Source: an optimization exercise on an open RTL-to-GDS flow (aim: small area, a short achievable clock period and few clock cycles). Production flows keep margins and buffers that such runs may drop.

## yarrow
==> module day3_part2_top, before the edit <==
module day3_part2_top( clk, rst, rom_addr, rom_data, sum, done );
    input clk;
    input rst;
    output [13:0] rom_addr;
    input [7:0] rom_data;
    output [31:0] sum;
    output done;
    reg [13:0] addr;
    reg        pz;          
    reg [1:0]  line;        
    reg [52:1] seen1;
    reg [52:1] seen2;
    reg        keep1a;      
    reg        keep1b;      
    reg        keep2a;      
    reg        keep2b;      
    reg [5:0]  d;           
    reg        found;       
    reg        got;         
    reg [5:0]  sum_lo;
    reg        carry;
    reg [11:0] sum_hi;
    reg        int_done;
    wire [5:0] v = rom_data[5:0];
    wire zero = (v == 6'd0);
    wire eol = zero & ~pz;                        
    wire last = eol & (line == 2'd2);             
    wire [63:0] onehot = 64'd1 << v;
    wire [52:1] hit = onehot[52:1];
    wire [52:1] keep1 = {{26{keep1b}}, {26{keep1a}}};
    wire [52:1] keep2 = {{26{keep2b}}, {26{keep2a}}};
    assign rom_addr = addr;
    assign sum = {14'd0, sum_hi, sum_lo};
    assign done = int_done;
    always @(posedge clk) begin
        addr <= rst ? 14'd0 : addr + 14'd1;
        pz <= zero;
        d <= v;
        if (rst)
            line <= 2'd0;
        else if (eol)
            line <= last ? 2'd0 : line + 2'd1;
        keep1a <= ~rst & ~(eol & (line == 2'd1));
        keep1b <= ~rst & ~(eol & line[0]);
        keep2a <= ~rst & ~(eol & (line == 2'd0));
        keep2b <= ~rst & ~(eol & ~line[0]);
        seen1 <= (seen1 & keep1) | (hit & {52{line == 2'd0}});
        seen2 <= (seen2 & keep2) | (hit & seen1 & {52{line == 2'd1}});
        found <= ~rst & ~int_done & (line == 2'd2) & (|(hit & seen2));
        got <= ~rst & ~last & (got | found);
        if (rst) begin
            sum_lo <= 6'd0;
            carry <= 1'b0;
            sum_hi <= 12'd0;
        end else begin
            if (found & ~got)
                {carry, sum_lo} <= {1'b0, sum_lo} + {1'b0, d};
            else
                carry <= 1'b0;
            sum_hi <= sum_hi + {11'd0, carry};
        end
        int_done <= ~rst & (int_done | (zero & pz));
    end
endmodule
clock: 4.0 ns
lec_check: 0
abc_clock_period_in_ps: 1800
cap_margin: 20
core_margin: 2
core_utilization: 40
cts_buf_list: sky130_fd_sc_hd__clkbuf_8
cts_cluster_diameter: 60
cts_cluster_size: 30
setup_slack_margin: 2.2
slew_margin: 20
run.sh (not shown) runs the stock make flow with config.mk's settings and CLKGATE_MAP_FILE= SYNTH_SCRIPT=/design/flow/synth_recipe.tcl, a recipe that flattens the netlist after the stock synthesis.
What harbor does differently from yarrow at the input level:
==> flow/design.v <==
`timescale 1ns / 1ps
module day3_part2_top( clk, rst, rom_addr, rom_data, sum, done );
    input clk;
    input rst;
    output [13:0] rom_addr;
    input [7:0] rom_data;
    output [31:0] sum;
    output done;
    reg [13:0] addr;
    reg        pz;          
    reg [1:0]  line;        
    reg [52:1] seen1;
    reg [52:1] seen2;
    reg        keep1a;      
    reg        keep1b;      
    reg        keep2a;      
    reg        keep2b;      
    reg [5:0]  badge;
    reg        add;         
    reg [5:0]  sum_lo;
    reg        carry;
    reg [11:0] sum_hi;
    reg        fin;         
    reg        int_done;
    wire [5:0] v = rom_data[5:0];
    wire zero = (v == 6'd0);
    wire eol = zero & ~pz;                        
    wire last = eol & (line == 2'd2);             
    wire [63:0] onehot = 64'd1 << v;
    wire [52:1] hit = onehot[52:1];
    wire [52:1] keep1 = {{26{keep1b}}, {26{keep1a}}};
    wire [52:1] keep2 = {{26{keep2b}}, {26{keep2a}}};
    reg [5:0] enc;
    integer i;
    always @(*) begin
        enc = 6'd0;
        for (i = 1; i <= 52; i = i + 1)
            if (seen1[i]) enc = enc | i[5:0];
    end
    assign rom_addr = addr;
    assign sum = {14'd0, sum_hi, sum_lo};
    assign done = int_done;
    always @(posedge clk) begin
        addr <= rst ? 14'd0 : addr + 14'd1;
        pz <= zero;
        if (rst)
            line <= 2'd0;
        else if (eol)
            line <= last ? 2'd0 : line + 2'd1;
        keep1a <= ~rst & ~(eol & (line != 2'd0));
        keep1b <= ~rst & ~(eol & line[0]) & ~last;
        keep2a <= ~rst & ~last;
        keep2b <= ~rst & ~(eol & ~line[0]);
        seen1 <= (seen1 & keep1)
               | (hit & (line == 2'd0 ? {52{1'b1}} : line == 2'd2 ? seen2 : 52'd0));
        seen2 <= (seen2 & keep2) | (hit & (line == 2'd1 ? seen1 : 52'd0));
        badge <= enc;
        add <= ~rst & last & ~int_done;
        if (rst) begin
            sum_lo <= 6'd0;
            carry <= 1'b0;
            sum_hi <= 12'd0;
        end else begin
            if (add)
                {carry, sum_lo} <= {1'b0, sum_lo} + {1'b0, badge};
            else
                carry <= 1'b0;
            sum_hi <= sum_hi + {11'd0, carry};
        end
        fin <= ~rst & zero & pz;
        int_done <= ~rst & (int_done | fin);
    end
endmodule
[summary]
- Comparing area fraction in compound gates after synthesis for yarrow and harbor, the bigger number came from yarrow.
- Comparing the two runs side by side, harbor comes out behind yarrow on global-route wire length before repair.
- Max part of the cycle the worst path needs across yarrow and harbor: yarrow
- harbor reports its critical-path cell with the highest stage delay as sky130_fd_sc_hd__nor3b_2 while yarrow reports sky130_fd_sc_hd__mux4_2.
- Diff yarrow -> harbor: clock-buffer cell count down 1; via count flat; layout inverter count without the clock tree down 4; basic-gate share of the synthesized area counting and, or, nand and nor cells up 4.8 points.
- yarrow vs harbor, end of the critical path: found$_DFF_P_ vs seen1[43]$_DFF_P_
No functional check of the RTL was part of any run of this note.

==> static timing again, ports no longer ideal <==
The results above use ideal ports. As a check the final layouts listed here were re-extracted and re-timed, cells and wires unchanged. Step 1 sets driving cells, clkbuf_16 on the clock port and buf_2 on the other inputs (assumed; they add their load-dependent delay and slew). Step 2 also shifts input and output timing later by t, the mid clock arrival at the registers, as if the neighbouring blocks saw the same clock. Three values: ideal, step 1, step 2; two values: the first two.
run	shift t [ns]	setup WS [ns]	worst setup path after step 2	latest minus earliest clock arrival (ns)	worst register clock-pin slew, ns
yarrow	0.472	2.132 / 2.115 / 1.644	input to register	0.010 / 0.011	0.08 / 0.08
harbor	0.491	2.239 / 2.219 / 1.747	input to register	0.010 / 0.009	0.08 / 0.08
After both steps every run listed still meets setup and hold. For harbor, which loses most, drivers alone change the setup slack by -0.020 ns; drivers and shift together by -0.492 ns.
